Background: an optimization exercise with open tools, aiming at small area, a short achievable clock period and few clock cycles per item. Do not read the settings as production practice. Where RTL was checked, it was by simulation tests only, not by an equivalence proof against the original. Only the layout flow was run in run 1; the RTL was not checked for function there.

--- standard.sh ---
#!/bin/bash
# synth_recipe.tcl (not shown) runs the flow's synth.tcl, then flattens the netlist and writes it again
# the make line also repeats each setting of config.mk as NAME=value (left out here)
make -C /OpenROAD-flow-scripts/flow DESIGN_CONFIG=/design/flow/config.mk WORK_HOME=/design/flow/orfs CLKGATE_MAP_FILE= SYNTH_SCRIPT=/design/flow/synth_recipe.tcl "${@:-finish}"
--- config.mk ---
export PLATFORM = sky130hd
export DESIGN_NAME = insertionSort
export DESIGN_NICKNAME = insertionSort
export VERILOG_FILES = /design/flow/design.v
export SDC_FILE = /design/flow/constraint.sdc
export NUM_CORES = 8
export LEC_CHECK = 0
export ABC_AREA = 1
export CAP_MARGIN = 20
export CORE_AREA = 2 2 378 378
export CTS_CLUSTER_DIAMETER = 120
export CTS_CLUSTER_SIZE = 20
export DIE_AREA = 0 0 380 380
export SLEW_MARGIN = 20
--- flow/run.sh ---
#!/bin/bash
# The standard ORFS layout (the standard.sh, standard synthesis unchanged)
# with two changes: the port buffers the standard flow's flow inserts use a small buffer
# cell instead of the delay buffer buffer_ports picks by default, and repair
# aims for a setup slack margin of MARGIN ns against the 10 ns clock.
# Each tool's output goes to ORFS's own logs under orfs/logs; the make output
# is kept in standard.log.
set -euo pipefail
MARGIN=$(cat flow/margin.txt)
PORTBUF=$(cat flow/portbuf.txt)
bash standard.sh "SETUP_SLACK_MARGIN=${MARGIN}" \
    "BUFFER_PORTS_ARGS=-buffer_cell ${PORTBUF}" finish > standard.log 2>&1
--- flow/portbuf.txt ---
sky130_fd_sc_hd__buf_1
--- constraint.sdc ---
create_clock -name core_clock -period 10.0 [get_ports {i_clk}]
set_input_delay 2.0000 -clock core_clock [delete_from_list [all_inputs] [get_ports {i_clk}]]
set_output_delay 2.0000 -clock core_clock [all_outputs]
set_load 0.01 [all_outputs]
--- flow/margin.txt ---
6.6
--- design.v ---
module compare_block #(
    parameter SIZE_DATA = 16
)(
    input  logic                   i_load,
    input  logic [23:0]            i_ctl,
    input  logic [4*SIZE_DATA-1:0] i_x,
    input  logic [4*SIZE_DATA-1:0] i_din,
    output logic [4*SIZE_DATA-1:0] o_y
);
    localparam int W = SIZE_DATA;
    localparam int D = $clog2(SIZE_DATA);
    logic [W-1:0] x [4];
    for (genvar i = 0; i < 4; i++) begin : g_x
        assign x[i] = i_x[i*W +: W];
    end
    logic [15:0] b;
    for (genvar i = 0; i < 4; i++) begin : g_ci
        for (genvar j = 0; j < 4; j++) begin : g_cj
            if (i < j) begin : g_c
                logic [W-1:0] lt [D+1];
                logic [W-1:0] gt [D+1];
                assign lt[0] = x[j] & ~x[i];
                assign gt[0] = ~x[j] & x[i];
                for (genvar d = 1; d <= D; d++) begin : g_lv
                    for (genvar m = 0; m < (W >> d); m++) begin : g_nd
                        assign gt[d][m] = gt[d-1][2*m+1] | (~lt[d-1][2*m+1] & gt[d-1][2*m]);
                        assign lt[d][m] = lt[d-1][2*m+1] | (~gt[d-1][2*m+1] & lt[d-1][2*m]);
                    end
                    assign gt[d][W-1:(W >> d)] = '0;
                    assign lt[d][W-1:(W >> d)] = '0;
                end
                assign b[i*4+j] = gt[D][0];
            end else begin : g_n
                assign b[i*4+j] = 1'b0;
            end
        end
    end
    logic [3:0] c [4];
    always_comb begin
        for (int i = 0; i < 4; i++)
            for (int j = 0; j < 4; j++)
                c[i][j] = (i < j) ? b[i*4+j] : (i > j) ? !b[j*4+i] : 1'b0;
    end
    logic [3:0] r1h [4];
    always_comb begin
        for (int i = 0; i < 4; i++) begin
            logic p, q, s;
            p = c[i][(i+1)%4]; q = c[i][(i+2)%4]; s = c[i][(i+3)%4];
            r1h[i][0] = !p & !q & !s;
            r1h[i][1] = (p & !q & !s) | (!p & q & !s) | (!p & !q & s);
            r1h[i][2] = (p & q & !s) | (p & !q & s) | (!p & q & s);
            r1h[i][3] = p & q & s;
        end
    end
    logic s01, s23, s02, s13;
    assign s01 = i_ctl[16] & (b[1] ^ i_ctl[18]);
    assign s23 = i_ctl[16] & (b[11] ^ i_ctl[19]);
    assign s02 = i_ctl[17] & (b[2] ^ i_ctl[18]);
    assign s13 = i_ctl[17] & (b[7] ^ i_ctl[19]);
    logic [3:0] sel [4];
    logic [3:0] keep;
    assign keep[0] = i_ctl[20] | (i_ctl[16] & !s01) | (i_ctl[17] & !s02);
    assign keep[1] = i_ctl[20] | (i_ctl[16] & !s01) | (i_ctl[17] & !s13);
    assign keep[2] = i_ctl[20] | (i_ctl[16] & !s23) | (i_ctl[17] & !s02);
    assign keep[3] = i_ctl[20] | (i_ctl[16] & !s23) | (i_ctl[17] & !s13);
    always_comb begin
        for (int k = 0; k < 4; k++)
            for (int i = 0; i < 4; i++)
                sel[k][i] = |(i_ctl[4*k +: 4] & r1h[i]);
        sel[0][0] = sel[0][0] | keep[0];
        sel[1][1] = sel[1][1] | keep[1];
        sel[2][2] = sel[2][2] | keep[2];
        sel[3][3] = sel[3][3] | keep[3];
        sel[0][1] = sel[0][1] | s01;
        sel[1][0] = sel[1][0] | s01;
        sel[2][3] = sel[2][3] | s23;
        sel[3][2] = sel[3][2] | s23;
        sel[0][2] = sel[0][2] | s02;
        sel[2][0] = sel[2][0] | s02;
        sel[1][3] = sel[1][3] | s13;
        sel[3][1] = sel[3][1] | s13;
    end
    always_comb begin
        for (int k = 0; k < 4; k++) begin
            o_y[k*W +: W] = ({W{i_load}} & i_din[k*W +: W]) |
                            ({W{sel[k][0]}} & x[0]) | ({W{sel[k][1]}} & x[1]) |
                            ({W{sel[k][2]}} & x[2]) | ({W{sel[k][3]}} & x[3]);
        end
    end
endmodule
module insertionSort #(
    parameter NUM_VALS = 32,
    parameter SIZE_DATA = 16
)(
    input  logic                          i_clk,
    input  logic                          i_rst_n,
    input  logic                          i_start,
    input  logic [NUM_VALS*SIZE_DATA-1:0] i_data,
    output logic                          o_done,
    output logic [NUM_VALS*SIZE_DATA-1:0] o_data
);
    localparam int N = 32;
    localparam int W = 16;
    localparam int G = N / 4;
    localparam int STEPS = 9;
    logic             r_busy;
    logic [3:0]      r_cnt;
    logic [N*W-1:0]   r_key;             
    logic [N*W-1:0]   w_perm;            
    logic [N*W-1:0]   w_next;            
    logic [N*W-1:0]   w_din;             
    logic [G*24-1:0]  w_ctl;             
    logic [G*24-1:0]  r_ctl;             
    logic [3:0]      w_step;            
    logic             w_run;             
    assign w_step = r_busy ? r_cnt + 1'b1 : '0;
    assign w_run  = r_busy ? (r_cnt != STEPS-1) : i_start;
    always_ff @(posedge i_clk or negedge i_rst_n) begin
        if (!i_rst_n)
            r_ctl <= '0;
        else
            r_ctl <= w_run ? w_ctl : '0;
    end
    always_comb begin
        w_ctl = '0;
        case (w_step)
            4'd0: w_ctl = 192'h001428001428008241008241001428001428008241008241;
            4'd1: w_ctl = 192'h100000100000100000100000100000100000100000100000;
            4'd2: w_ctl = 192'h001428001428008241008241001428001428008241008241;
            4'd3: w_ctl = 192'h0d00000d00000d00000d0000010000010000010000010000;
            4'd4: w_ctl = 192'h001428001428008241008241001428001428008241008241;
            4'd5: w_ctl = 192'h001428001428001428001428008241008241008241008241;
            4'd6: w_ctl = 192'h008241008241008241008241008241008241008241008241;
            4'd7: w_ctl = 192'h008241008241008241008241008241008241008241008241;
            4'd8: w_ctl = 192'h010000010000010000010000010000010000010000010000;
            default: ;
        endcase
    end
    assign w_perm[0*W +: W] = r_key[0*W +: W];
    assign w_perm[1*W +: W] = r_key[16*W +: W];
    assign w_perm[2*W +: W] = r_key[4*W +: W];
    assign w_perm[3*W +: W] = r_key[20*W +: W];
    assign w_perm[4*W +: W] = r_key[1*W +: W];
    assign w_perm[5*W +: W] = r_key[17*W +: W];
    assign w_perm[6*W +: W] = r_key[5*W +: W];
    assign w_perm[7*W +: W] = r_key[21*W +: W];
    assign w_perm[8*W +: W] = r_key[2*W +: W];
    assign w_perm[9*W +: W] = r_key[18*W +: W];
    assign w_perm[10*W +: W] = r_key[6*W +: W];
    assign w_perm[11*W +: W] = r_key[22*W +: W];
    assign w_perm[12*W +: W] = r_key[3*W +: W];
    assign w_perm[13*W +: W] = r_key[19*W +: W];
    assign w_perm[14*W +: W] = r_key[7*W +: W];
    assign w_perm[15*W +: W] = r_key[23*W +: W];
    assign w_perm[16*W +: W] = r_key[8*W +: W];
    assign w_perm[17*W +: W] = r_key[24*W +: W];
    assign w_perm[18*W +: W] = r_key[12*W +: W];
    assign w_perm[19*W +: W] = r_key[28*W +: W];
    assign w_perm[20*W +: W] = r_key[9*W +: W];
    assign w_perm[21*W +: W] = r_key[25*W +: W];
    assign w_perm[22*W +: W] = r_key[13*W +: W];
    assign w_perm[23*W +: W] = r_key[29*W +: W];
    assign w_perm[24*W +: W] = r_key[10*W +: W];
    assign w_perm[25*W +: W] = r_key[26*W +: W];
    assign w_perm[26*W +: W] = r_key[14*W +: W];
    assign w_perm[27*W +: W] = r_key[30*W +: W];
    assign w_perm[28*W +: W] = r_key[11*W +: W];
    assign w_perm[29*W +: W] = r_key[27*W +: W];
    assign w_perm[30*W +: W] = r_key[15*W +: W];
    assign w_perm[31*W +: W] = r_key[31*W +: W];
    for (genvar g = 0; g < G; g++) begin : g_grp
        compare_block #(.SIZE_DATA(W)) u_grp (
            .i_load (~r_busy),
            .i_ctl  (r_ctl[24*g +: 24]),
            .i_x    (w_perm[4*g*W +: 4*W]),
            .i_din  (w_din[4*g*W +: 4*W]),
            .o_y    (w_next[4*g*W +: 4*W])
        );
    end
    assign w_din[0*W +: W] = i_data[0*W +: W];
    assign w_din[4*W +: W] = i_data[1*W +: W];
    assign w_din[16*W +: W] = i_data[2*W +: W];
    assign w_din[20*W +: W] = i_data[3*W +: W];
    assign w_din[2*W +: W] = i_data[4*W +: W];
    assign w_din[6*W +: W] = i_data[5*W +: W];
    assign w_din[18*W +: W] = i_data[6*W +: W];
    assign w_din[22*W +: W] = i_data[7*W +: W];
    assign w_din[1*W +: W] = i_data[8*W +: W];
    assign w_din[5*W +: W] = i_data[9*W +: W];
    assign w_din[17*W +: W] = i_data[10*W +: W];
    assign w_din[21*W +: W] = i_data[11*W +: W];
    assign w_din[3*W +: W] = i_data[12*W +: W];
    assign w_din[7*W +: W] = i_data[13*W +: W];
    assign w_din[19*W +: W] = i_data[14*W +: W];
    assign w_din[23*W +: W] = i_data[15*W +: W];
    assign w_din[8*W +: W] = i_data[16*W +: W];
    assign w_din[12*W +: W] = i_data[17*W +: W];
    assign w_din[24*W +: W] = i_data[18*W +: W];
    assign w_din[28*W +: W] = i_data[19*W +: W];
    assign w_din[10*W +: W] = i_data[20*W +: W];
    assign w_din[14*W +: W] = i_data[21*W +: W];
    assign w_din[26*W +: W] = i_data[22*W +: W];
    assign w_din[30*W +: W] = i_data[23*W +: W];
    assign w_din[9*W +: W] = i_data[24*W +: W];
    assign w_din[13*W +: W] = i_data[25*W +: W];
    assign w_din[25*W +: W] = i_data[26*W +: W];
    assign w_din[29*W +: W] = i_data[27*W +: W];
    assign w_din[11*W +: W] = i_data[28*W +: W];
    assign w_din[15*W +: W] = i_data[29*W +: W];
    assign w_din[27*W +: W] = i_data[30*W +: W];
    assign w_din[31*W +: W] = i_data[31*W +: W];
    always_ff @(posedge i_clk or negedge i_rst_n) begin
        if (!i_rst_n) begin
            r_busy <= 1'b0;
            r_cnt  <= '0;
            o_done <= 1'b0;
        end else begin
            o_done <= r_busy && (r_cnt == STEPS-1);
            if (!r_busy) begin
                r_busy <= i_start;
                r_cnt  <= '0;
            end else begin
                r_cnt <= r_cnt + 1'b1;
                if (r_cnt == STEPS-1)
                    r_busy <= 1'b0;
            end
        end
    end
    always_ff @(posedge i_clk)
        r_key <= w_next;
    assign o_data[0*W +: W] = r_key[0*W +: W];
    assign o_data[1*W +: W] = r_key[1*W +: W];
    assign o_data[16*W +: W] = r_key[2*W +: W];
    assign o_data[17*W +: W] = r_key[3*W +: W];
    assign o_data[4*W +: W] = r_key[4*W +: W];
    assign o_data[5*W +: W] = r_key[5*W +: W];
    assign o_data[20*W +: W] = r_key[6*W +: W];
    assign o_data[21*W +: W] = r_key[7*W +: W];
    assign o_data[2*W +: W] = r_key[8*W +: W];
    assign o_data[3*W +: W] = r_key[9*W +: W];
    assign o_data[18*W +: W] = r_key[10*W +: W];
    assign o_data[19*W +: W] = r_key[11*W +: W];
    assign o_data[6*W +: W] = r_key[12*W +: W];
    assign o_data[7*W +: W] = r_key[13*W +: W];
    assign o_data[22*W +: W] = r_key[14*W +: W];
    assign o_data[23*W +: W] = r_key[15*W +: W];
    assign o_data[8*W +: W] = r_key[16*W +: W];
    assign o_data[9*W +: W] = r_key[17*W +: W];
    assign o_data[24*W +: W] = r_key[18*W +: W];
    assign o_data[25*W +: W] = r_key[19*W +: W];
    assign o_data[12*W +: W] = r_key[20*W +: W];
    assign o_data[13*W +: W] = r_key[21*W +: W];
    assign o_data[28*W +: W] = r_key[22*W +: W];
    assign o_data[29*W +: W] = r_key[23*W +: W];
    assign o_data[10*W +: W] = r_key[24*W +: W];
    assign o_data[11*W +: W] = r_key[25*W +: W];
    assign o_data[26*W +: W] = r_key[26*W +: W];
    assign o_data[27*W +: W] = r_key[27*W +: W];
    assign o_data[14*W +: W] = r_key[28*W +: W];
    assign o_data[15*W +: W] = r_key[29*W +: W];
    assign o_data[30*W +: W] = r_key[30*W +: W];
    assign o_data[31*W +: W] = r_key[31*W +: W];
endmodule
==> impl_metrics.csv, run 1 <==
group,metric,value,unit
status,status,"finished clean",
global_route,grt_pass1_vias,64110,
placement,portBuffers,1027,
setup_path,worstRegToRegCells,16,
floorplanning,ios,1028,
floorplanning,dieWidth,380,um
setup_path,arrival,1.55,ns
cts,cts.sinks,528,
global_route,grt_overflow,0,
setup_path,critPathKind,"flop to output pin",
routing,via_per_inst,5.778,
cts,cts_buffers,37,
synthesis,synth-seq-cells,528,
cells_and_area,final_core_util,41.95,%
setup_path,slowest_delay,0.57,ns
cts,htree_levels,2,
placement,hpwl,295800,um
routing,dr_total_vias,71740,
sta,final_hold_viol_count,0,
worst_hold_path,whs_path_depth,1,
setup_path,endpoint_kind,"output pin",
sta,rsz0062_at_grt,"true",
floorplanning,design.die.area,144400,sq um
cells_and_area,drive_above_1_share,11.28,%
setup_path,start_kind,"flop",
setup_path,cp_max_fo,11,
synthesis,synth_edf_count,0,
setup_path,slowest_stage,"dfxtp_4",
synthesis,yosysWarningCount,18,
setup_path,crit_family,"flip-flops",
cells_and_area,syn_to_final_growth,17.25,%
cells_and_area,final_nets,11030,
routing,post_drt_wl_per_cell,30.58,um
run,cap_violations,0,
cts,clock_path_buffers,3,
global_route,grt_pass1_wl,511100,um
routing,remaining_drc_errors,0,
sta,finClkSkew,0.05672,ns
synthesis,syn_area,50050,sq um
setup_path,cp.required,8.00,ns
sta,finalSetupTns,0,ns
sta,setup_violations,0,
floorplanning,die_height,380,um
routing,first_pass_iters,9,
synthesis,syn_avg_cell_area,5.171,sq um
synthesis,ys_seq_area_share,21.28,%
synthesis,syn-num-nets,10200,
synthesis,synth_cells,9678,
synthesis,ys_types,55,
worst_hold_path,hp-class,"flop to flop",
cts,worstSkewPairLatency,0.67,ns
cts,cts_tree,"done",
setup_path,cp.depth,1,
sta,slew_headroom,26.43,%
setup_path,worstPathCellList,"clkbuf_2",
sta,drv_slew,0,
floorplanning,fp-row-count,137,
cts,path_clk_slew,0.09,ns
synthesis,async_flop_share,3.030,%
setup_path,path_buf_inv,1,
sta,worst_pin_slew,1.103,ns
routing,drt.antenna.violating_nets,0,
floorplanning,coreArea,139900,sq um
sta,finalCritPeriodShare,35.49,%
cts,cts-root-buf,"clkbuf_16",
sta,post-route-min-period,3.549,ns
global_route,grt_start_max_net_pins,150,
routing,drtIter0Drc,10700,
synthesis,synth_flop_cell,"dfxtp_1",
floorplanning,start_util,35.78,%
global_route,antenna_found_initial,47,
global_route,track_usage,49.90,%
routing,drt-total-wl,379700,um
placement,place_congestion,1.101,
sta,fmax,281.8,MHz
-- final timing paths --
check                      startpoint           to  slack [ns]
setup / recovery           r_key[211]  o_data[115]        6.45
setup reg to reg           r_key[114]   r_key[232]        6.58
min in group asynchronous     i_rst_n     r_cnt[3]        1.48
max in group asynchronous     i_rst_n       r_busy        7.86
hold reg to reg              r_cnt[2]       o_done        0.48
hold / removal               r_cnt[2]       o_done        0.48
-- sequential cells by signal (all words and copies together), names as in the netlist --
name,count
r_busy,1
r_cnt,4
r_ctl,10
r_key,512
o_done,1
-- layout make-up --
type	instances	area (sq um)
Antenna cell	16	40.04
Clock buffer	40	947.2
Clock inverter	13	167.7
Fill cell	16100	81190
Inverter	984	3712
Multi-Input combinational cell	7731	33610
Sequential cell	528	11740
Tap cell	1876	2347
Timing Repair Buffer	1229	6118
-- synthesized netlist by cell type, drive strengths merged, types with 10 or more instances --
cell        n  area (sq um)
dfrtp      16         400.4
nand2    5003         19020
dfxtp     512         10250
a21boi     73         563.0
nand3b     10         75.07
o21ai     287          1504
o211ai     21         222.7
nor2      887          3374
nor3       16         80.08
a31oi      29         181.4
o2bb2ai    15         131.4
a21oi     457          2539
o22ai      38         237.7
a22oi      66         495.5
nand4     199          1276
inv       977          3667
o21a       45         339.1
clkbuf    119         494.2
buf       316          1868
nand3     560          3093
-- layout by cell type, fill, tap and decap left out, types with 8 or more instances in the layout --
cell type and instances:
dfrtp_1 15, a31oi_1 29, nor2_2 19, nand3_2 47
o21ai_0 236, dfxtp_4 222, nand4_1 194, inv_1 859
nor2_1 868, o21ai_4 11, o211ai_1 8, inv_2 115
o21ai_1 35, a21oi_2 64, nand2_4 8, a21oi_1 389
nand3_4 8, buf_8 12, dfxtp_1 86, clkbuf_16 37
nor3_1 16, nand3b_1 10, buf_6 34, o2bb2ai_1 15
buf_12 31, nand3_1 505, a21boi_1 27, diode_2 16
dfxtp_2 204, o21a_1 44, nand2_1 4904, buf_4 133
nand2_2 91, a22oi_1 65, buf_1 930, a21boi_0 42
o22ai_1 38, clkbuf_2 13, buf_2 76
-- metal layers --
layer | up-vias | global-route usage [%] | routed length (um)
met5 | - | 0.4299 | 284
met4 | 34 | 44.19 | 41840
met3 | 1511 | 15.93 | 50350
met2 | 5719 | 71.29 | 150300
met1 | 32780 | 59.71 | 136900
li1 | 31700 | - | -
-- timing repair --
action | CTS | global route
hold buffers | 0 | 0
setup buffers | 67 | 32
resized for setup | 843 | 88
endpoints found under the setup margin | 781 | 187
pin swaps | 4 | 6
endpoints found under the hold margin | 0 | 0
-- per-stage QoR --
| stage | worst slack, ns | std cells | instance area [sq um] | hold slack, ns |
|---|---|---|---|---|
| 2_1_floorplan | 7.436 | 9678 | 50050 | 0.4640 |
| 3_3_place_gp | 5.953 | 12250 | 54670 | 0.4942 |
| 3_5_place_dp | 6.004 | 12250 | 54670 | 0.4969 |
| 4_1_cts | 6.408 | 12370 | 58000 | 0.4912 |
| 5_1_grt | 6.472 | 12410 | 58660 | 0.5288 |
| 6_report | 6.451 | 12420 | 58680 | 0.4800 |
-- cells by family (layout without fill, tap and decap cells) --
kind of cell / count (synthesis) / count (layout) / share of synthesized area, %
adders and majority gates: 2 / 2 / 0.04999
and+or+nand+nor: 6687 / 6687 / 53.95
xor gates and xnor gates: 1 / 1 / 0.01750
other: 0 / 16 / 0
DFF: 528 / 528 / 21.28
buffers and inverters: 1419 / 2266 / 12.10
AOI/OAI and AO/OA: 1041 / 1041 / 12.60
==> run 2, diff against run 1 <==
--- a/design.v
+++ b/design.v
@@ -3,5 +3,5 @@
 )(
     input  logic                   i_load,
-    input  logic [23:0]            i_ctl,
+    input  logic [4:0]             i_ctl,
     input  logic [4*SIZE_DATA-1:0] i_x,
     input  logic [4*SIZE_DATA-1:0] i_din,
@@ -53,19 +53,20 @@
         end
     end
-    logic s01, s23, s02, s13;
-    assign s01 = i_ctl[16] & (b[1] ^ i_ctl[18]);
-    assign s23 = i_ctl[16] & (b[11] ^ i_ctl[19]);
-    assign s02 = i_ctl[17] & (b[2] ^ i_ctl[18]);
-    assign s13 = i_ctl[17] & (b[7] ^ i_ctl[19]);
+    logic s01, s23;
+    assign s01 = i_ctl[2] & (b[1] ^ i_ctl[3]);
+    assign s23 = i_ctl[2] & (b[11] ^ i_ctl[3]);
     logic [3:0] sel [4];
     logic [3:0] keep;
-    assign keep[0] = i_ctl[20] | (i_ctl[16] & !s01) | (i_ctl[17] & !s02);
-    assign keep[1] = i_ctl[20] | (i_ctl[16] & !s01) | (i_ctl[17] & !s13);
-    assign keep[2] = i_ctl[20] | (i_ctl[16] & !s23) | (i_ctl[17] & !s02);
-    assign keep[3] = i_ctl[20] | (i_ctl[16] & !s23) | (i_ctl[17] & !s13);
-    always_comb begin
-        for (int k = 0; k < 4; k++)
-            for (int i = 0; i < 4; i++)
-                sel[k][i] = |(i_ctl[4*k +: 4] & r1h[i]);
+    assign keep[0] = i_ctl[4] | (i_ctl[2] & !s01);
+    assign keep[1] = i_ctl[4] | (i_ctl[2] & !s01);
+    assign keep[2] = i_ctl[4] | (i_ctl[2] & !s23);
+    assign keep[3] = i_ctl[4] | (i_ctl[2] & !s23);
+    always_comb begin
+        for (int i = 0; i < 4; i++) begin
+            sel[0][i] = (i_ctl[0] & r1h[i][0]) | (i_ctl[1] & r1h[i][3]);
+            sel[1][i] = (i_ctl[0] & r1h[i][2]) | (i_ctl[1] & r1h[i][1]);
+            sel[2][i] = (i_ctl[0] & r1h[i][1]) | (i_ctl[1] & r1h[i][2]);
+            sel[3][i] = (i_ctl[0] & r1h[i][3]) | (i_ctl[1] & r1h[i][0]);
+        end
         sel[0][0] = sel[0][0] | keep[0];
         sel[1][1] = sel[1][1] | keep[1];
@@ -76,8 +77,4 @@
         sel[2][3] = sel[2][3] | s23;
         sel[3][2] = sel[3][2] | s23;
-        sel[0][2] = sel[0][2] | s02;
-        sel[2][0] = sel[2][0] | s02;
-        sel[1][3] = sel[1][3] | s13;
-        sel[3][1] = sel[3][1] | s13;
     end
     always_comb begin
@@ -110,6 +107,6 @@
     logic [N*W-1:0]   w_next;            
     logic [N*W-1:0]   w_din;             
-    logic [G*24-1:0]  w_ctl;             
-    logic [G*24-1:0]  r_ctl;             
+    logic [G*5-1:0]  w_ctl;             
+    logic [G*5-1:0]  r_ctl;             
     logic [3:0]      w_step;            
     logic             w_run;             
@@ -125,13 +122,13 @@
         w_ctl = '0;
         case (w_step)
-            4'd0: w_ctl = 192'h001428001428008241008241001428001428008241008241;
-            4'd1: w_ctl = 192'h100000100000100000100000100000100000100000100000;
-            4'd2: w_ctl = 192'h001428001428008241008241001428001428008241008241;
-            4'd3: w_ctl = 192'h0d00000d00000d00000d0000010000010000010000010000;
-            4'd4: w_ctl = 192'h001428001428008241008241001428001428008241008241;
-            4'd5: w_ctl = 192'h001428001428001428001428008241008241008241008241;
-            4'd6: w_ctl = 192'h008241008241008241008241008241008241008241008241;
-            4'd7: w_ctl = 192'h008241008241008241008241008241008241008241008241;
-            4'd8: w_ctl = 192'h010000010000010000010000010000010000010000010000;
+            4'd0: w_ctl = 40'h1082110821;
+            4'd1: w_ctl = 40'h8421084210;
+            4'd2: w_ctl = 40'h1082110821;
+            4'd3: w_ctl = 40'h6318c21084;
+            4'd4: w_ctl = 40'h1082110821;
+            4'd5: w_ctl = 40'h1084208421;
+            4'd6: w_ctl = 40'h0842108421;
+            4'd7: w_ctl = 40'h0842108421;
+            4'd8: w_ctl = 40'h2108421084;
             default: ;
         endcase
@@ -172,5 +169,5 @@
         compare_block #(.SIZE_DATA(W)) u_grp (
             .i_load (~r_busy),
-            .i_ctl  (r_ctl[24*g +: 24]),
+            .i_ctl  (r_ctl[5*g +: 5]),
             .i_x    (w_perm[4*g*W +: 4*W]),
             .i_din  (w_din[4*g*W +: 4*W]),
==> flow/margin.txt (replaced) <==
6.5
==> impl_metrics.csv, run 2 <==
group,metric,value,unit
status,status,"finished clean",
worst_hold_path,holdCritStartpoint,"r_cnt[2]",
global_route,grt_overflow,0,
sta,drv_slew,0,
sta,setup_violations,0,
placement,placed_cells_incl_taps,12110,
cts,clock_path_buffers,3,
global_route,antenna_found_initial,46,
cts,holdBufCountCts,0,
synthesis,synth_top_family_by_area,"simple AND/OR/NAND/NOR gates",
setup_path,arrival,4.23,ns
synthesis,synth_edf_count,0,
cells_and_area,final_area,56560,sq um
setup_path,worstRegToRegCells,17,
placement,placed_area,54230,sq um
synthesis,ys_seq_area_share,21.35,%
setup_path,worstPathCellList,"buf_4 > inv_1 > nand2_1 > nand3_1 > o211ai_1 > nor2_1 > o21ai_0 > nand2_1 > nand2_1 > nand2_2 > nor2_2 > nor2_1 > nor2_2 > nand2_2 > nor2_1 > nor2_1 > nand2_1",
sta,finClkSkew,0.03422,ns
synthesis,syn_area,49890,sq um
cts,cts_buffers,40,
routing,remaining_drc_errors,0,
setup_path,slowest_delay,0.53,ns
synthesis,synth.area.mux_share,0,%
routing,first_pass_iters,8,
global_route,track_usage,46.64,%
setup_path,cp_max_fo,10,
setup_path,endpoint_kind,"flop",
floorplanning,coreArea,139900,sq um
placement,hpwl,279400,um
floorplanning,ios,1028,
routing,drt-total-wl,356600,um
routing,via_per_inst,5.779,
floorplanning,die_height,380,um
synthesis,synth_area_leader_cell,"nand2_1",
synthesis,synth-seq-cells,528,
setup_path,r2r_end,"r_key[30]",
synthesis,syn_avg_cell_area,5.211,sq um
setup_path,start_kind,"flop",
synthesis,yosysWarningCount,18,
worst_hold_path,whs_path_depth,1,
sta,slew_headroom,25.75,%
synthesis,syn-num-nets,10090,
synthesis,synth.most_common_cell,"nand2_1",
cts,cts.sinks,528,
cts,htree_levels,2,
global_route,grt_pass1_vias,62180,
routing,drtIter0Drc,10560,
synthesis,synth_fa_ha_area_share,0.05016,%
cells_and_area,regMostFlops,"r_key",
global_route,grt_pass1_wl,481300,um
sta,finalCritPeriodShare,36.08,%
cells_and_area,final_cell_mix,"nand2_1, buf_1, nor2_1",
cells_and_area,syn_to_final_growth,13.37,%
sta,worst_pin_slew,1.112,ns
synthesis,synth_flop_cell,"dfxtp_1",
run,cap_violations,0,
synthesis,synth_commonest_cells,"nand2_1, nor2_1, inv_1, nand3_1, dfxtp_1",
synthesis,ys_types,59,
floorplanning,fp-row-count,137,
synthesis,synth_area_leaders,"nand2_1, dfxtp_1, nor2_1",
routing,dr_total_vias,70480,
setup_path,worstReg2RegStart,"r_key[327]",
routing,post_drt_wl_per_cell,29.24,um
setup_path,r2r_setup_slack,6.39,ns
sta,finalSetupTns,0,ns
floorplanning,dieWidth,380,um
cells_and_area,final_common_cell,"nand2_1",
cts,worstSkewPairLatency,0.69,ns
routing,drt.antenna.violating_nets,0,
synthesis,synth-compound-area-share,13.50,%
global_route,grt_start_max_net_pins,103,
cts,cts_tree,"done",
sta,fmax,277.2,MHz
setup_path,cp.required,10.62,ns
sta,post-route-min-period,3.608,ns
cts,cts-root-buf,"clkbuf_16",
setup_path,slowest_stage,"nor2_2",
setup_path,critPathKind,"flop to flop",
synthesis,synth.top_cell.area_share,35.16,%
synthesis,async_flop_share,3.030,%
floorplanning,start_util,35.67,%
cells_and_area,layout.cells.non_filler,12200,
placement,place_congestion,1.169,
synthesis,synth_cells,9574,
sta,whs,0.5276,ns
cells_and_area,final_nets,10790,
synthesis,yosys.area_share.simple,52.80,%
placement,portBuffers,1027,
cts,path_clk_slew,0.09,ns
cells_and_area,reg_top3,"r_key x512, r_ctl x10, r_cnt x4",
floorplanning,design.die.area,144400,sq um
synthesis,synthXorXnorAreaFrac,0.01756,%
worst_hold_path,hold_path_end,"o_done",
cells_and_area,drive_above_1_share,9.839,%
worst_hold_path,hp-class,"flop to flop",
cells_and_area,largest_reg_flops,512,
sta,rsz0062_at_grt,"true",
sta,final_hold_viol_count,0,
[run 2: area by class of cell]
| class | instances | area [sq um] |
|---|---|---|
| multi-input combinational | 7612 | 33230 |
| inverter | 995 | 3747 |
| sequential | 528 | 11360 |
| clock buffer | 45 | 1061 |
| timing repair buffer | 1099 | 4543 |
| fill | 16040 | 83320 |
| tap | 1876 | 2347 |
| clock inverter | 17 | 211.5 |
| antenna | 23 | 57.56 |
[run 2: worst max-delay path by stage]
| stage | startpoint | slack [ns] | to | cells after the start |
|---|---|---|---|---|
| global route | r_key[11] | 6.49 | r_key[26] | 17 |
| detailed placement | r_key[281] | 6.29 | r_key[120] | 13 |
| floorplan | i_start | 7.43 | r_ctl[37] | 6 |
| finish | r_key[327] | 6.39 | r_key[30] | 17 |
| global placement | r_key[320] | 6.19 | r_key[44] | 12 |
| CTS | r_key[235] | 6.33 | o_data[363] | 1 |
[run 2: layer usage]
layer	global-route usage [%]	vias up	wire length, um
met5	0.1984	-	174
met4	31.42	24	29680
met3	17.92	1240	55280
met2	64.08	5689	137000
met1	59.69	32320	134400
li1	-	31200	-
[run 2: cell families after synthesis]
kind of cell / after synthesis
simple gates: 6504
buf+inv: 1434
compound gates: 1105
flops: 528
fa+ha+maj: 2
xor+xnor: 1
[run 2: what timing repair did]
| item | in CTS | in global routing |
|---|---|---|
| hold endpoints to repair | 0 | 0 |
| setup endpoints to repair | 444 | 142 |
| pin swaps | 1 | 2 |
| setup buffers | 2 | 2 |
| gates resized for setup | 517 | 74 |
[run 2: worst max-delay path: cells and delay by family (launching register included)]
kind,cells,cell delay (ns)
simple gates,13,2.54
compound gates,2,0.20
buf+inv,2,0.42
flops,1,0.35
[run 2: metrics by stage]
step | setup slack (ns) | utilization [%]
after floorplan | 7.431 | -
after global placement | 6.190 | 38.76
after detailed placement | 6.289 | 38.77
after CTS | 6.333 | 40.24
after global routing | 6.488 | 40.42
final | 6.392 | 40.43
Testbench counts of run 2, summed over its fixed seeds: cycles 1,920, sorts 192.
==> run 3, diff against run 2 <==
==> flow/margin.txt (replaced) <==
6.0
--- a/config.mk
+++ b/config.mk
@@ -6,5 +6,5 @@
 export NUM_CORES = 8
 export LEC_CHECK = 0
-export ABC_AREA = 1
+export ABC_AREA = 0
 export CAP_MARGIN = 20
 export CORE_AREA = 2 2 378 378
==> impl_metrics.csv, run 3 <==
group,metric,value,unit
synthesis,synth_edf_count,0,
global_route,grt_overflow,0,
floorplanning,start_util,30.25,%
global_route,grt_pass1_wl,454700,um
cts,path_clk_slew,0.10,ns
sta,rsz0062_at_grt,"true",
setup_path,worstPathCellList,"nand2b_1 > maj3_1 > maj3_2 > o211ai_1 > nand4b_1 > o2111a_2 > maj3_2 > xnor2_2 > a21oi_1 > or3_4 > a221o_1 > a221o_1",
routing,met3_length,51970,um
floorplanning,die_height,380,um
cts,htree_levels,2,
global_route,grt_pass1_vias,51820,
setup_path,start_kind,"flop",
cells_and_area,final_core_util,36.70,%
sta,finClkSkew,0.04078,ns
placement,portBuffers,1027,
global_route,grt_start_max_net_pins,122,
floorplanning,design.die.area,144400,sq um
floorplanning,ios,1028,
routing,routedLengthMet1,124800,um
cells_and_area,register_area,10970,sq um
cts,cts_buffers,37,
setup_path,cp_max_fo,8,
synthesis,synth.most_common_cell,"nand2_1",
routing,wl_met2,139100,um
sta,finalSetupTns,0,ns
setup_path,critPathKind,"flop to flop",
cells_and_area,multi_input_area,28790,sq um
synthesis,synth_cells,5520,
cells_and_area,final_common_cell,"buf_1",
cells_and_area,largest_reg_flops,512,
floorplanning,coreArea,139900,sq um
routing,topRoutingLayerUsed,"met5",
setup_path,slowest_stage,"or3_4",
routing,drtIter0Drc,11800,
cells_and_area,syn_to_final_growth,21.33,%
global_route,antenna_found_initial,56,
setup_path,crit_family,"compound AO/OA/AOI/OAI gates",
routing,post_drt_wl_per_cell,41.98,um
synthesis,yosysWarningCount,18,
setup_path,arrival,4.59,ns
sta,slew_headroom,21.61,%
synthesis,synth_area_leaders,"dfxtp_1, a222oi_1, maj3_1",
cells_and_area,drive_above_1_share,12.85,%
setup_path,endpoint_kind,"flop",
synthesis,synth_area_leader_cell,"dfxtp_1",
setup_path,path_buf_inv,0,
sta,whs,0.5819,ns
sta,finalCritPeriodShare,40.94,%
synthesis,synth_commonest_cells,"nand2_1, dfxtp_1, clkbuf_1, a222oi_1, inv_1",
routing,dr_total_vias,57520,
cells_and_area,final_nets,6842,
cells_and_area,regMostFlops,"r_key",
synthesis,ys_types,115,
routing,via_per_inst,6.982,
worst_hold_path,hp-class,"flop to flop",
sta,post-route-min-period,4.094,ns
routing,first_pass_iters,17,
synthesis,syn-num-nets,6037,
sta,drv_slew,0,
synthesis,synth-seq-cells,528,
floorplanning,dieWidth,380,um
placement,place_congestion,1.068,
synthesis,ys_seq_area_share,25.17,%
cts,cts.sinks,528,
cells_and_area,reg_top3,"r_key x512, r_ctl x10, r_cnt x4",
placement,placed_cells_incl_taps,8038,
synthesis,synth_flop_cell,"dfxtp_1",
setup_path,cp.required,10.50,ns
setup_path,slowest_delay,0.50,ns
floorplanning,fp-row-count,137,
routing,remaining_drc_errors,0,
global_route,track_usage,44.68,%
synthesis,async_flop_share,3.030,%
cells_and_area,final_cell_mix,"buf_1, nand2_1, a222oi_1",
sta,worst_pin_slew,1.176,ns
cts,cts_tree,"done",
synthesis,syn_avg_cell_area,7.666,sq um
cells_and_area,layout.cells.non_filler,8238,
cts,cts-root-buf,"clkbuf_16",
routing,drt-total-wl,345800,um
sta,setup_violations,0,
cts,worstSkewPairLatency,0.67,ns
synthesis,synth.top_cell.area_share,24.22,%
sta,final_hold_viol_count,0,
status,status,"finished clean",
sta,fmax,244.2,MHz
cells_and_area,fillers,15110,
synthesis,syn_area,42310,sq um
cts,clock_path_buffers,3,
run,cap_violations,0,
placement,hpwl,260100,um
routing,drt.antenna.violating_nets,0,
run 3: final timing paths:
kind | start | endpoint | slack (ns) | depth (start not counted)
setup / recovery | r_key[448] | r_key[282] | 5.91 | 12
hold / removal | r_key[257] | r_key[1] | 0.58 | 2
setup reg to reg | r_key[448] | r_key[282] | 5.91 | 12
hold reg to reg | r_key[257] | r_key[1] | 0.58 | 2
max in group asynchronous | i_rst_n | r_ctl[5] | 7.88 | 1
min in group asynchronous | i_rst_n | o_done | 1.47 | 1
run 3: layout make-up:
type / instances / area share (%)
clock buffer: 42 / 1.942
multi-input combinational: 4017 / 56.07
timing repair buffer: 1345 / 12.63
tap: 1876 / 4.572
inverter: 396 / 2.934
antenna: 21 / 0.1024
clock inverter: 13 / 0.3802
sequential: 528 / 21.37
run 3: timing repair:
item | CTS | global route
gates resized for setup | 235 | 218
buffers inserted | 49 | 69
setup endpoints to repair | 511 | 412
pin swaps | 36 | 62
hold buffers | 0 | 0
cloned | 1 | 5
run 3: logic make-up (layout without fill, tap and decap cells):
logic type	Yosys count	after routing	synth area share (%)
compound gates	2000	2002	37.22
simple gates	1547	1549	17.08
buf+inv	980	1796	9.551
flops	528	528	25.17
fa+ha+maj	411	412	9.796
xor+xnor	34	34	0.7038
mux	20	20	0.4820
other cells	0	21	0
run 3: worst min-delay path, stage by stage (launching register included):
cell and delay (ns):
dfxtp_2 0.41, a22oi_1 0.08, nand2_1 0.07
run 3: metrics by stage:
| step | cell area, sq um | worst slack (ns) |
|---|---|---|
| floorplan | 42310 | 6.392 |
| global placement | 47610 | 5.217 |
| detailed placement | 47610 | 5.191 |
| CTS | 50010 | 5.910 |
| global route | 51300 | 5.935 |
| finish | 51340 | 5.906 |
run 3: per-layer routing:
metal	GRT usage (%)	vias to the layer above
li1	-	22770
met1	54.24	27690
met2	65.28	5622
met3	17.88	1405
met4	28.42	34
met5	0	-
==> run 4, diff against run 3 <==
==> flow/margin.txt (replaced) <==
6.2
==> impl_metrics.csv, run 4 <==
group,metric,value,unit
status,status,"finished clean",
synthesis,synth.top_cell.area_share,24.22,%
cells_and_area,multi_input_area,29610,sq um
cells_and_area,largest_reg_flops,512,
synthesis,synth_area_leaders,"dfxtp_1, a222oi_1, maj3_1",
cts,clock_path_buffers,3,
setup_path,worstReg2RegStart,"r_key[496]",
routing,remaining_drc_errors,0,
sta,finalCritPeriodShare,39.66,%
cts,worstSkewPairLatency,0.67,ns
setup_path,arrival,4.46,ns
cts,path_clk_slew,0.10,ns
cts,cts-root-buf,"clkbuf_16",
global_route,grt_overflow,0,
cts,cts.sinks,528,
cts,holdBufCountCts,0,
routing,drtIter0Drc,12280,
routing,drt.antenna.violating_nets,0,
global_route,grt_pass1_wl,462400,um
synthesis,synth-seq-cells,528,
global_route,grt_start_max_net_pins,122,
routing,first_pass_iters,28,
sta,finalSetupTns,0,ns
setup_path,r2r_end,"r_key[464]",
sta,worst_pin_slew,1.273,ns
synthesis,yosysWarningCount,18,
placement,portBuffers,1027,
sta,final.setup.worst_slack,6.034,ns
cells_and_area,final_cell_mix,"buf_1, nand2_1, a222oi_1",
cells_and_area,reg_top3,"r_key x512, r_ctl x10, r_cnt x4",
sta,final_hold_viol_count,0,
routing,routedLengthMet1,124900,um
run,cap_violations,0,
cells_and_area,final_nets,7019,
synthesis,ys_types,115,
sta,drv_slew,0,
routing,wl_met2,140000,um
global_route,track_usage,45.40,%
synthesis,synth.most_common_cell,"nand2_1",
routing,met3_length,54630,um
cts,cts_tree,"done",
worst_hold_path,hp-class,"flop to flop",
sta,post-route-min-period,3.966,ns
cells_and_area,regMostFlops,"r_key",
routing,topRoutingLayerUsed,"met5",
synthesis,synth_area_leader_cell,"dfxtp_1",
cells_and_area,syn_to_final_growth,28.26,%
cells_and_area,register_area,11220,sq um
cells_and_area,fillers,14890,
routing,drt-total-wl,353400,um
worst_hold_path,holdCritStartpoint,"r_key[257]",
global_route,grt_pass1_vias,52970,
placement,dp_slack,5.191,ns
floorplanning,design.die.area,144400,sq um
floorplanning,dieWidth,380,um
synthesis,syn_area,42310,sq um
floorplanning,start_util,30.25,%
sta,finClkSkew,0.04659,ns
cells_and_area,drive_above_1_share,18.53,%
cts,htree_levels,2,
floorplanning,ios,1028,
setup_path,start_kind,"flop",
synthesis,synth_edf_count,0,
placement,hpwl,260100,um
floorplanning,coreArea,139900,sq um
worst_hold_path,hold_path_end,"r_key[1]",
cts,cts_buffers,37,
placement,place_congestion,1.068,
sta,setup_violations,0,
synthesis,async_flop_share,3.030,%
routing,post_drt_wl_per_cell,41.98,um
synthesis,syn-num-nets,6037,
synthesis,syn_avg_cell_area,7.666,sq um
sta,slew_headroom,15.12,%
setup_path,critPathKind,"flop to flop",
sta,rsz0062_at_grt,"true",
cells_and_area,final_common_cell,"buf_1",
setup_path,cp.required,10.50,ns
global_route,antenna_found_initial,65,
floorplanning,fp-row-count,137,
setup_path,endpoint_kind,"flop",
synthesis,ys_seq_area_share,25.17,%
sta,fmax,252.1,MHz
synthesis,synth_flop_cell,"dfxtp_1",
synthesis,synth_commonest_cells,"nand2_1, dfxtp_1, clkbuf_1, a222oi_1, inv_1",
floorplanning,die_height,380,um
setup_path,worstRegToRegCells,12,
routing,via_per_inst,7.014,
setup_path,r2r_setup_slack,6.03,ns
synthesis,synth_cells,5520,
routing,dr_total_vias,59050,
setup_path,cp_max_fo,8,
worst_hold_path,whs_path_depth,2,
==> run 4: cell counts after synthesis <==
Identical to the previous run, type by type.
==> run 4: what timing repair did <==
action | CTS | global route
gates cloned | 11 | 10
resized for setup | 470 | 373
setup endpoints to repair | 548 | 447
setup buffers | 148 | 132
hold endpoints to repair | 0 | 0
pin swaps | 122 | 174
==> run 4: metal layers <==
layer | vias up | global-route usage (%)
met2 | 5947 | 65.51
li1 | 23160 | -
met5 | - | 0
met1 | 28280 | 54.62
met3 | 1628 | 18.82
met4 | 36 | 30.92
==> run 4: final cells by class <==
| type | instances | share of cell area, % |
|---|---|---|
| tap | 1876 | 4.325 |
| clock inverter | 13 | 0.3596 |
| sequential | 528 | 20.67 |
| clock buffer | 42 | 1.837 |
| antenna | 24 | 0.1107 |
| inverter | 396 | 2.806 |
| timing repair buffer | 1516 | 15.34 |
| multi-input combinational | 4023 | 54.55 |
==> run 4: stage by stage <==
stage / hold slack, ns / utilization (%) / std cells / instance area (sq um)
floorplan: 0.5214 / - / 5520 / 42310
global placement: 0.5409 / 34.04 / 8037 / 47610
detailed placement: 0.5619 / 34.04 / 8038 / 47610
CTS: 0.5681 / 36.95 / 8252 / 51690
global route: 0.5646 / 38.77 / 8402 / 54230
finish: 0.5456 / 38.80 / 8418 / 54270
==> run 4: how the worst max path moves through the flow <==
stage,startpoint,to,slack (ns)
2_1_floorplan,r_key[201],r_key[277],6.39
3_3_place_gp,r_key[401],r_key[366],5.22
3_5_place_dp,r_key[392],r_key[291],5.19
4_1_cts,r_key[293],r_key[166],6.13
5_1_grt,r_key[36],r_key[145],6.05
6_report,r_key[496],r_key[464],6.03
==> run 4: kinds of logic after synthesis <==
| family | Yosys count | synth area share [%] |
|---|---|---|
| simple gates | 1547 | 17.08 |
| buf+inv | 980 | 9.551 |
| xor+xnor | 34 | 0.7038 |
| flops | 528 | 25.17 |
| fa+ha+maj | 411 | 9.796 |
| mux | 20 | 0.4820 |
| compound gates | 2000 | 37.22 |
==> run 4: worst max-delay path, cell delays in order (launching register included) <==
cell and delay [ns]:
dfxtp_4 0.47, nor2b_4 0.05, maj3_2 0.29, maj3_2 0.30, maj3_2 0.32, a221o_1 0.36
a21oi_2 0.18, o21ai_1 0.10, maj3_2 0.44, or2_4 0.31, buf_4 0.16, o221ai_4 0.37
a221o_1 0.44
==> run 5, diff against run 4 <==
==> flow/margin.txt (replaced) <==
6.6
--- a/config.mk
+++ b/config.mk
@@ -6,5 +6,5 @@
 export NUM_CORES = 8
 export LEC_CHECK = 0
-export ABC_AREA = 0
+export ABC_AREA = 1
 export CAP_MARGIN = 20
 export CORE_AREA = 2 2 378 378
==> impl_metrics.csv, run 5 <==
group,metric,value,unit
setup_path,slowest_delay,0.83,ns
routing,remaining_drc_errors,0,
synthesis,syn_area,49890,sq um
cts,cts-root-buf,"clkbuf_16",
cts,htree_levels,2,
cells_and_area,syn_to_final_growth,16.84,%
global_route,grt_overflow,0,
setup_path,crit_family,"compound AO/OA/AOI/OAI gates",
sta,whs,0.5312,ns
global_route,grt_pass1_wl,484500,um
synthesis,synth.top_cell.area_share,35.16,%
setup_path,endpoint_kind,"flop",
cts,path_clk_slew,0.10,ns
synthesis,synth_fa_ha_area_share,0.05016,%
synthesis,async_flop_share,3.030,%
sta,finalCritPeriodShare,34.66,%
cells_and_area,final_common_cell,"nand2_1",
synthesis,synth_commonest_cells,"nand2_1, nor2_1, inv_1, nand3_1, dfxtp_1",
synthesis,yosys.area_share.simple,52.80,%
cts,cts_tree,"done",
setup_path,critPathKind,"flop to flop",
setup_path,cp_max_fo,16,
sta,rsz0062_at_grt,"true",
synthesis,synthXorXnorAreaFrac,0.01756,%
cells_and_area,fillers,15900,
cells_and_area,final_nets,10870,
synthesis,synth_area_leader_cell,"nand2_1",
floorplanning,coreArea,139900,sq um
cells_and_area,drive_above_1_share,11.77,%
routing,drtIter0Drc,10950,
worst_hold_path,holdCritStartpoint,"r_cnt[2]",
setup_path,crit_start,"r_key[471]",
synthesis,synth-compound-area-share,13.50,%
synthesis,synth_top_family_by_area,"simple AND/OR/NAND/NOR gates",
synthesis,synth-seq-cells,528,
sta,worst_pin_slew,1.196,ns
synthesis,synth_cells,9574,
setup_path,r2r_end,"r_key[381]",
placement,placed_area,54230,sq um
cells_and_area,final_cell_mix,"nand2_1, nor2_1, buf_1",
cells_and_area,reg_top3,"r_key x512, r_ctl x10, r_cnt x4",
setup_path,cp.required,10.53,ns
sta,fmax,288.5,MHz
setup_path,worstReg2RegStart,"r_key[471]",
setup_path,arrival,3.99,ns
setup_path,crit_path_end,"r_key[381]",
setup_path,r2r_setup_slack,6.53,ns
cts,clock_path_buffers,3,
status,status,"finished clean",
synthesis,synth_area_leaders,"nand2_1, dfxtp_1, nor2_1",
synthesis,syn-num-nets,10090,
synthesis,ys_seq_area_share,21.35,%
cts,worstSkewPairLatency,0.69,ns
cells_and_area,largest_reg_flops,512,
worst_hold_path,hp-class,"flop to flop",
global_route,antenna_found_initial,58,
routing,drt-total-wl,359300,um
placement,portBuffers,1027,
floorplanning,ios,1028,
setup_path,cp_common_cell,"nand2_1",
routing,first_pass_iters,7,
placement,place_congestion,1.169,
cts,cts.sinks,528,
setup_path,start_kind,"flop",
routing,dr_total_vias,71190,
floorplanning,dieWidth,380,um
routing,drt.antenna.violating_nets,0,
synthesis,synth.most_common_cell,"nand2_1",
synthesis,synth_edf_count,0,
cts,cts_buffers,40,
global_route,track_usage,46.97,%
sta,post-route-min-period,3.466,ns
setup_path,worstPathCellList,"inv_1 > nand2_1 > nand3_1 > nand2_1 > o21a_1 > nand2_1 > a21oi_4 > nand3_2 > o211ai_2 > a21oi_1 > nand2_1",
sta,drv_slew,0,
sta,setup_violations,0,
cells_and_area,final_area,58290,sq um
routing,post_drt_wl_per_cell,29.27,um
run,cap_violations,0,
placement,dp_slack,6.289,ns
synthesis,synth_flop_cell,"dfxtp_1",
sta,final_hold_viol_count,0,
floorplanning,start_util,35.67,%
synthesis,ys_types,59,
setup_path,path_buf_inv,1,
synthesis,synth.area.mux_share,0,%
setup_path,cp.depth,11,
floorplanning,fp-row-count,137,
cts,holdBufCountCts,0,
sta,slew_headroom,20.16,%
cells_and_area,regMostFlops,"r_key",
setup_path,worstRegToRegCells,11,
placement,hpwl,279400,um
global_route,grt_start_max_net_pins,103,
floorplanning,design.die.area,144400,sq um
synthesis,syn_avg_cell_area,5.211,sq um
sta,final.setup.worst_slack,6.534,ns
sta,finalSetupTns,0,ns
floorplanning,die_height,380,um
sta,finClkSkew,0.03490,ns
setup_path,slowest_stage,"o211ai_2",
routing,via_per_inst,5.798,
synthesis,yosysWarningCount,18,
global_route,grt_pass1_vias,62440,
[run 5: per-layer routing]
| metal | track usage, % | vias to the layer above | part of all wire [%] |
|---|---|---|---|
| met2 | 64.53 | 5837 | 38 |
| met5 | 0.7606 | - | 0.11 |
| met3 | 17.74 | 1293 | 15 |
| li1 | - | 31370 | - |
| met1 | 60.51 | 32650 | 38 |
| met4 | 30.97 | 40 | 8.2 |
[run 5: layout make-up]
type,instances,area [sq um],share of cell area (%)
multi-input combinational,7612,33280,57.10
sequential,528,11970,20.53
timing repair buffer,1177,5598,9.604
inverter,995,3750,6.433
tap,1876,2347,4.027
clock buffer,45,1061,1.820
clock inverter,17,211.5,0.3628
antenna,27,67.56,0.1159
[run 5: worst min path at each step]
stage | end | slack (ns) | cells past startpoint
floorplan | o_done | 0.46 | 1
global placement | o_done | 0.50 | 1
detailed placement | o_done | 0.51 | 1
CTS | o_done | 0.52 | 1
global route | o_done | 0.56 | 1
finish | o_done | 0.53 | 1
[run 5: per-stage QoR]
step / util [%] / cells
after detailed placement: 38.77 / 12110
after global routing: 41.65 / 12260
after global placement: 38.76 / 12110
after floorplan: - / 9574
after CTS: 41.21 / 12220
final: 41.67 / 12280
[run 5: worst register-to-register path, delay by kind of cell (launching register included)]
| family | cells | cell delay [ns] |
|---|---|---|
| AOI/OAI and AO/OA | 4 | 1.49 |
| buffers and inverters | 1 | 0.24 |
| DFF | 1 | 0.50 |
| and+or+nand+nor | 6 | 1.10 |
[run 5: cell families after synthesis]
kind of cell,Yosys count
fa+ha+maj,2
compound gates,1105
flops,528
xor+xnor,1
buf+inv,1434
simple gates,6504
[run 5: timing repair]
action                                  4_1_cts  5_1_grt
pin swaps                                     3        4
buffers inserted                             49       33
endpoints found under the setup margin      623      136
gates resized for setup                     945       85
==> run 6, diff against run 5 <==
--- a/config.mk
+++ b/config.mk
@@ -8,7 +8,7 @@
 export ABC_AREA = 1
 export CAP_MARGIN = 20
-export CORE_AREA = 2 2 378 378
+export CORE_AREA = 2 2 338 338
 export CTS_CLUSTER_DIAMETER = 120
 export CTS_CLUSTER_SIZE = 20
-export DIE_AREA = 0 0 380 380
+export DIE_AREA = 0 0 340 340
 export SLEW_MARGIN = 20
==> impl_metrics.csv, run 6 <==
group,metric,value,unit
sta,rsz0062_at_grt,"true",
routing,drtIter0Drc,12070,
cells_and_area,reg_top3,"r_key x512, r_ctl x10, r_cnt x4",
floorplanning,design.die.area,115600,sq um
synthesis,yosysWarningCount,18,
cells_and_area,syn_to_final_growth,14.60,%
sta,drv_slew,0,
floorplanning,fp-row-count,123,
routing,met3_length,61750,um
cells_and_area,register_area,11760,sq um
status,status,"finished clean",
placement,portBuffers,1027,
cts,cts.sinks,528,
synthesis,syn_area,49890,sq um
cts,cts_tree,"done",
placement,hpwl,261400,um
cells_and_area,regMostFlops,"r_key",
sta,slew_headroom,19.19,%
routing,dr_total_vias,72500,
setup_path,start_kind,"flop",
synthesis,synth_area_leaders,"nand2_1, dfxtp_1, nor2_1",
routing,wl_met2,125200,um
global_route,track_usage,55.78,%
cells_and_area,final_cell_mix,"nand2_1, nor2_1, buf_1",
run,cap_violations,0,
sta,worst_pin_slew,1.212,ns
sta,finClkSkew,0.03244,ns
floorplanning,dieWidth,340,um
sta,finalSetupTns,0,ns
sta,fmax,282.8,MHz
synthesis,synth.most_common_cell,"nand2_1",
floorplanning,coreArea,112200,sq um
routing,drt.antenna.violating_nets,0,
routing,post_drt_wl_per_cell,28.78,um
cells_and_area,drive_above_1_share,11.14,%
setup_path,critPathKind,"flop to flop",
cts,worstSkewPairLatency,0.68,ns
placement,place_congestion,1.156,
setup_path,arrival,4.08,ns
setup_path,endpoint_kind,"flop",
routing,remaining_drc_errors,0,
global_route,grt_start_max_net_pins,106,
synthesis,syn_avg_cell_area,5.211,sq um
synthesis,ys_types,59,
cells_and_area,final_common_cell,"nand2_1",
sta,finalCritPeriodShare,35.36,%
sta,final_hold_viol_count,0,
worst_hold_path,hp-class,"flop to flop",
routing,via_per_inst,6.116,
setup_path,cp.required,10.54,ns
setup_path,worstRegToRegCells,16,
floorplanning,start_util,44.47,%
cells_and_area,final_core_util,50.96,%
synthesis,synth_flop_cell,"dfxtp_1",
synthesis,synth.top_cell.area_share,35.16,%
synthesis,synth_commonest_cells,"nand2_1, nor2_1, inv_1, nand3_1, dfxtp_1",
global_route,grt_pass1_wl,465600,um
routing,first_pass_iters,13,
synthesis,synth_area_leader_cell,"nand2_1",
setup_path,cp_max_fo,10,
synthesis,syn-num-nets,10090,
sta,post-route-min-period,3.536,ns
routing,drt-total-wl,341100,um
global_route,grt_pass1_vias,63620,
floorplanning,die_height,340,um
cts,htree_levels,2,
cells_and_area,final_nets,10830,
cts,clock_path_buffers,3,
cts,cts-root-buf,"clkbuf_16",
global_route,grt_overflow,0,
synthesis,synth-seq-cells,528,
cells_and_area,largest_reg_flops,512,
synthesis,ys_seq_area_share,21.35,%
cts,path_clk_slew,0.10,ns
floorplanning,ios,1028,
routing,routedLengthMet1,118900,um
routing,topRoutingLayerUsed,"met5",
cells_and_area,multi_input_area,33300,sq um
cells_and_area,fillers,12310,
sta,setup_violations,0,
worst_hold_path,whs_path_depth,2,
synthesis,synth_cells,9574,
cts,cts_buffers,36,
global_route,antenna_found_initial,52,
synthesis,async_flop_share,3.030,%
synthesis,synth_edf_count,0,
-- run 6: cell types whose count changed in the layout (fill, tap and decap cells not counted), moves of 6 or more --
cell | before | now
dfxtp_4 | 293 | 221
dfxtp_2 | 173 | 226
buf_4 | 120 | 70
dfxtp_1 | 46 | 65
buf_1 | 897 | 909
clkbuf_2 | 9 | 21
buf_2 | 99 | 90
diode_2 | 27 | 21
-- run 6: critical path, stage by stage, from the launching register on --
cell and delay (ns):
dfxtp_1 0.37, buf_6 0.20, buf_4 0.14, inv_1 0.16, nand2_1 0.13, o21ai_0 0.08
nand3_1 0.10, nand2_1 0.05, a21oi_1 0.32, nand2_2 0.18, nor2_2 0.25, nor2_1 0.11
nor2_4 0.32, nand2_2 0.31, nor2_1 0.30, nor2_1 0.08, nand2_1 0.30
-- run 6: layout make-up --
cell class,instances,share of cell area (%)
inverter,995,6.579
clock inverter,12,0.2714
clock buffer,43,1.714
sequential,528,20.58
multi-input combinational,7612,58.24
timing repair inverter,1,0.01313
antenna,21,0.09192
tap,1500,3.283
timing repair buffer,1142,9.231
-- run 6: cell families after synthesis --
kind of cell | after synthesis | synth area share, %
AND/OR/NAND/NOR | 6504 | 52.80
AO/OA/AOI/OAI | 1105 | 13.50
buffers and inverters | 1434 | 12.29
adder cells (fa/ha/maj) | 2 | 0.05015
XOR/XNOR | 1 | 0.01756
flip-flops | 528 | 21.35
-- run 6: worst paths after layout --
kind / start / end / slack (ns)
max: r_key[329] / r_key[30] / 6.46
min: r_key[12] / r_key[60] / 0.53
max reg2reg: r_key[329] / r_key[30] / 6.46
min reg2reg: r_key[12] / r_key[60] / 0.53
max in group asynchronous: i_rst_n / r_busy / 7.99
min in group asynchronous: i_rst_n / o_done / 1.42
-- run 6: routing by layer --
| metal | global-route usage (%) | vias up |
|---|---|---|
| met4 | 43.21 | 38 |
| li1 | - | 31310 |
| met1 | 68.12 | 32700 |
| met3 | 26.83 | 1791 |
| met2 | 74.09 | 6663 |
| met5 | 0.7353 | - |
-- run 6: stage by stage --
stage | hold WS (ns) | cell area (sq um) | setup slack, ns | cells
4_1_cts | 0.5287 | 56480 | 6.600 | 11820
2_1_floorplan | 0.4640 | 49890 | 7.431 | 9574
3_5_place_dp | 0.5169 | 53790 | 6.035 | 11740
6_report | 0.5309 | 57170 | 6.464 | 11850
5_1_grt | 0.5571 | 57120 | 6.552 | 11840
3_3_place_gp | 0.4976 | 53790 | 5.960 | 11740
-- run 6: timing repair --
action / in CTS / in global routing
endpoints found under the hold margin: 0 / 0
resized for setup: 772 / 149
cloned: 0 / 1
buffers inserted: 25 / 17
endpoints found under the setup margin: 553 / 194
pin swaps: 0 / 2
hold buffers: 0 / 0
==> run 7, diff against run 6 <==
--- a/config.mk
+++ b/config.mk
@@ -8,7 +8,7 @@
 export ABC_AREA = 1
 export CAP_MARGIN = 20
-export CORE_AREA = 2 2 338 338
+export CORE_AREA = 2 2 348 348
 export CTS_CLUSTER_DIAMETER = 120
 export CTS_CLUSTER_SIZE = 20
-export DIE_AREA = 0 0 340 340
+export DIE_AREA = 0 0 350 350
 export SLEW_MARGIN = 20
==> impl_metrics.csv, run 7 <==
group,metric,value,unit
sta,worst_pin_slew,1.164,ns
synthesis,async_flop_share,3.030,%
sta,setup_violations,0,
floorplanning,design.die.area,122500,sq um
routing,first_pass_iters,10,
global_route,antenna_found_initial,57,
floorplanning,coreArea,118400,sq um
cells_and_area,reg_top3,"r_key x512, r_ctl x10, r_cnt x4",
worst_hold_path,hp-class,"flop to flop",
routing,drt-total-wl,343100,um
global_route,grt_pass1_wl,462600,um
synthesis,synth_flop_cell,"dfxtp_1",
floorplanning,ios,1028,
cells_and_area,layout.cells.non_filler,11940,
setup_path,worstRegToRegCells,12,
floorplanning,die_height,350,um
cells_and_area,drive_above_1_share,10.76,%
cts,clock_path_buffers,3,
setup_path,r2r_end,"r_key[329]",
cells_and_area,final_core_util,47.97,%
setup_path,cp.required,10.27,ns
synthesis,synth.top_cell.area_share,35.16,%
setup_path,worstReg2RegStart,"r_key[155]",
cts,holdBufCountCts,0,
run,cap_violations,0,
sta,whs,0.5152,ns
cts,cts_tree,"done",
setup_path,endpoint_kind,"flop",
routing,dr_total_vias,71500,
worst_hold_path,whs_path_depth,1,
placement,portBuffers,1027,
sta,finalSetupTns,0,ns
global_route,grt_start_max_net_pins,142,
routing,via_per_inst,5.990,
sta,post-route-min-period,3.478,ns
synthesis,syn-num-nets,10090,
setup_path,worstPathCellList,"inv_1 > nand2_1 > a21boi_1 > nand2_1 > a21oi_4 > nand2_1 > nand2_2 > nand2_1 > nand3_1 > nand2_2 > o21ai_0 > nand4_1",
synthesis,synth-seq-cells,528,
sta,slew_headroom,22.17,%
cells_and_area,final_common_cell,"nand2_1",
setup_path,crit_family,"simple AND/OR/NAND/NOR gates",
sta,drv_slew,0,
cts,cts-root-buf,"clkbuf_16",
routing,post_drt_wl_per_cell,28.74,um
cts,path_clk_slew,0.10,ns
routing,remaining_drc_errors,0,
placement,hpwl,265000,um
global_route,grt_overflow,0,
synthesis,synth_commonest_cells,"nand2_1, nor2_1, inv_1, nand3_1, dfxtp_1",
cells_and_area,final_cell_mix,"nand2_1, nor2_1, buf_1",
floorplanning,fp-row-count,126,
synthesis,ys_types,59,
setup_path,slowest_delay,0.64,ns
synthesis,synth.most_common_cell,"nand2_1",
status,status,"finished clean",
setup_path,critPathKind,"flop to flop",
placement,dp_slack,6.253,ns
routing,drt.antenna.violating_nets,0,
placement,placed_cells_incl_taps,11820,
worst_hold_path,hold_path_end,"o_done",
synthesis,syn_avg_cell_area,5.211,sq um
cts,cts_buffers,37,
sta,final.setup.worst_slack,6.522,ns
synthesis,synth_cells,9574,
synthesis,synth_edf_count,0,
setup_path,cp_common_cell,"nand2_1",
cells_and_area,regMostFlops,"r_key",
sta,fmax,287.5,MHz
cells_and_area,final_nets,10810,
global_route,grt_pass1_vias,62150,
cts,htree_levels,2,
global_route,track_usage,53.05,%
cells_and_area,syn_to_final_growth,13.86,%
cts,worstSkewPairLatency,0.67,ns
setup_path,start_kind,"flop",
worst_hold_path,holdCritStartpoint,"r_cnt[2]",
synthesis,ys_seq_area_share,21.35,%
routing,drtIter0Drc,12470,
floorplanning,start_util,42.14,%
sta,finalCritPeriodShare,34.78,%
synthesis,syn_area,49890,sq um
setup_path,r2r_setup_slack,6.52,ns
cts,cts.sinks,528,
cells_and_area,largest_reg_flops,512,
floorplanning,dieWidth,350,um
sta,final_hold_viol_count,0,
setup_path,slowest_stage,"nand4_1",
synthesis,synth_area_leader_cell,"nand2_1",
setup_path,arrival,3.75,ns
sta,rsz0062_at_grt,"true",
placement,place_congestion,1.159,
synthesis,synth_area_leaders,"nand2_1, dfxtp_1, nor2_1",
setup_path,path_buf_inv,1,
setup_path,cp_max_fo,17,
sta,finClkSkew,0.03547,ns
synthesis,yosysWarningCount,18,
## run 7: cell families after synthesis
group	share of synthesized area (%)
xor gates and xnor gates	0.01756
buffers and inverters	12.29
and+or+nand+nor	52.80
AOI/OAI and AO/OA	13.50
adders and majority gates	0.05015
DFF	21.35
## run 7: worst max path at each step
| stage | cells after the start | startpoint | to | slack, ns |
|---|---|---|---|---|
| detailed placement | 12 | r_key[217] | r_key[329] | 6.25 |
| finish | 12 | r_key[155] | r_key[329] | 6.52 |
| global route | 15 | r_key[201] | r_key[279] | 6.58 |
| global placement | 12 | r_key[217] | r_key[329] | 6.23 |
| CTS | 1 | r_key[333] | o_data[205] | 6.55 |
| floorplan | 6 | i_start | r_ctl[37] | 7.43 |
## run 7: cell type report
class                           instances  area (sq um)
Multi-Input combinational cell       7612         33280
Timing Repair Buffer                 1119          4865
Inverter                              995          3755
Sequential cell                       528         11670
Clock buffer                           45          1006
Clock inverter                         14         162.7
Tap cell                             1600          2002
Fill cell                           13360         61600
Antenna cell                           24         60.06
## run 7: worst reg2reg max path, stage by stage, from the launching register on
cell and delay, ns:
dfxtp_2 0.52, inv_1 0.16, nand2_1 0.13, a21boi_1 0.21
nand2_1 0.16, a21oi_4 0.22, nand2_1 0.08, nand2_2 0.14
nand2_1 0.09, nand3_1 0.14, nand2_2 0.29, o21ai_0 0.30
nand4_1 0.64
## run 7: through the flow
step,instance area [sq um]
after floorplan,49890
after global placement,53840
after detailed placement,53840
after CTS,56390
after global routing,56770
final,56800
## run 7: timing repair
action                                  in CTS  in global routing
buffers inserted                            13                 17
cloned                                       0                  0
pin swaps                                    1                  2
endpoints found under the setup margin     565                117
gates resized for setup                    751                 64
## run 7: routing by layer
layer / GRT usage [%] / share of wire [%] / up-vias
met5: 0 / 0.085 / -
met4: 39.73 / 9.0 / 38
met3: 24.00 / 17 / 1462
met2: 70.55 / 37 / 6323
met1: 66.10 / 36 / 32440
li1: - / - / 31250

[afterwards: timing with drivers on the ports]
The flow's constraints put no driver on any port. The routed layouts listed below were extracted and timed again, unchanged, in two steps. Step 1: set_driving_cell puts a clkbuf_16 on i_clk and a buf_2 on each other input, an assumption about the parent block. Step 2, shift: input delay + t, output delay - t, t = (earliest + latest rising clock arrival at the registers) / 2. This alone moves slack from input paths to output paths. Three values: no drivers, after step 1, after step 2; two values: the first two.
run	shift t [ns]	slack for setup (ns)	latest minus earliest clock arrival (ns)	worst data-port slew with drivers (ns)	pins driven straight from the clock port
run 1	0.742	6.451 / 6.354 / 6.522	0.057 / 0.057	0.24	1
run 2	0.753	6.392 / 6.374 / 6.392	0.035 / 0.034	0.17	1
run 3	0.730	5.906 / 5.906 / 5.906	0.041 / 0.041	0.17	1
run 4	0.728	6.034 / 6.007 / 6.034	0.047 / 0.047	0.17	1
run 5	0.756	6.534 / 6.480 / 6.534	0.036 / 0.036	0.18	1
run 6	0.750	6.464 / 6.464 / 6.464	0.033 / 0.033	0.12	1
run 7	0.738	6.522 / 6.447 / 6.522	0.036 / 0.036	0.17	1
After both steps every run listed still meets setup and hold.
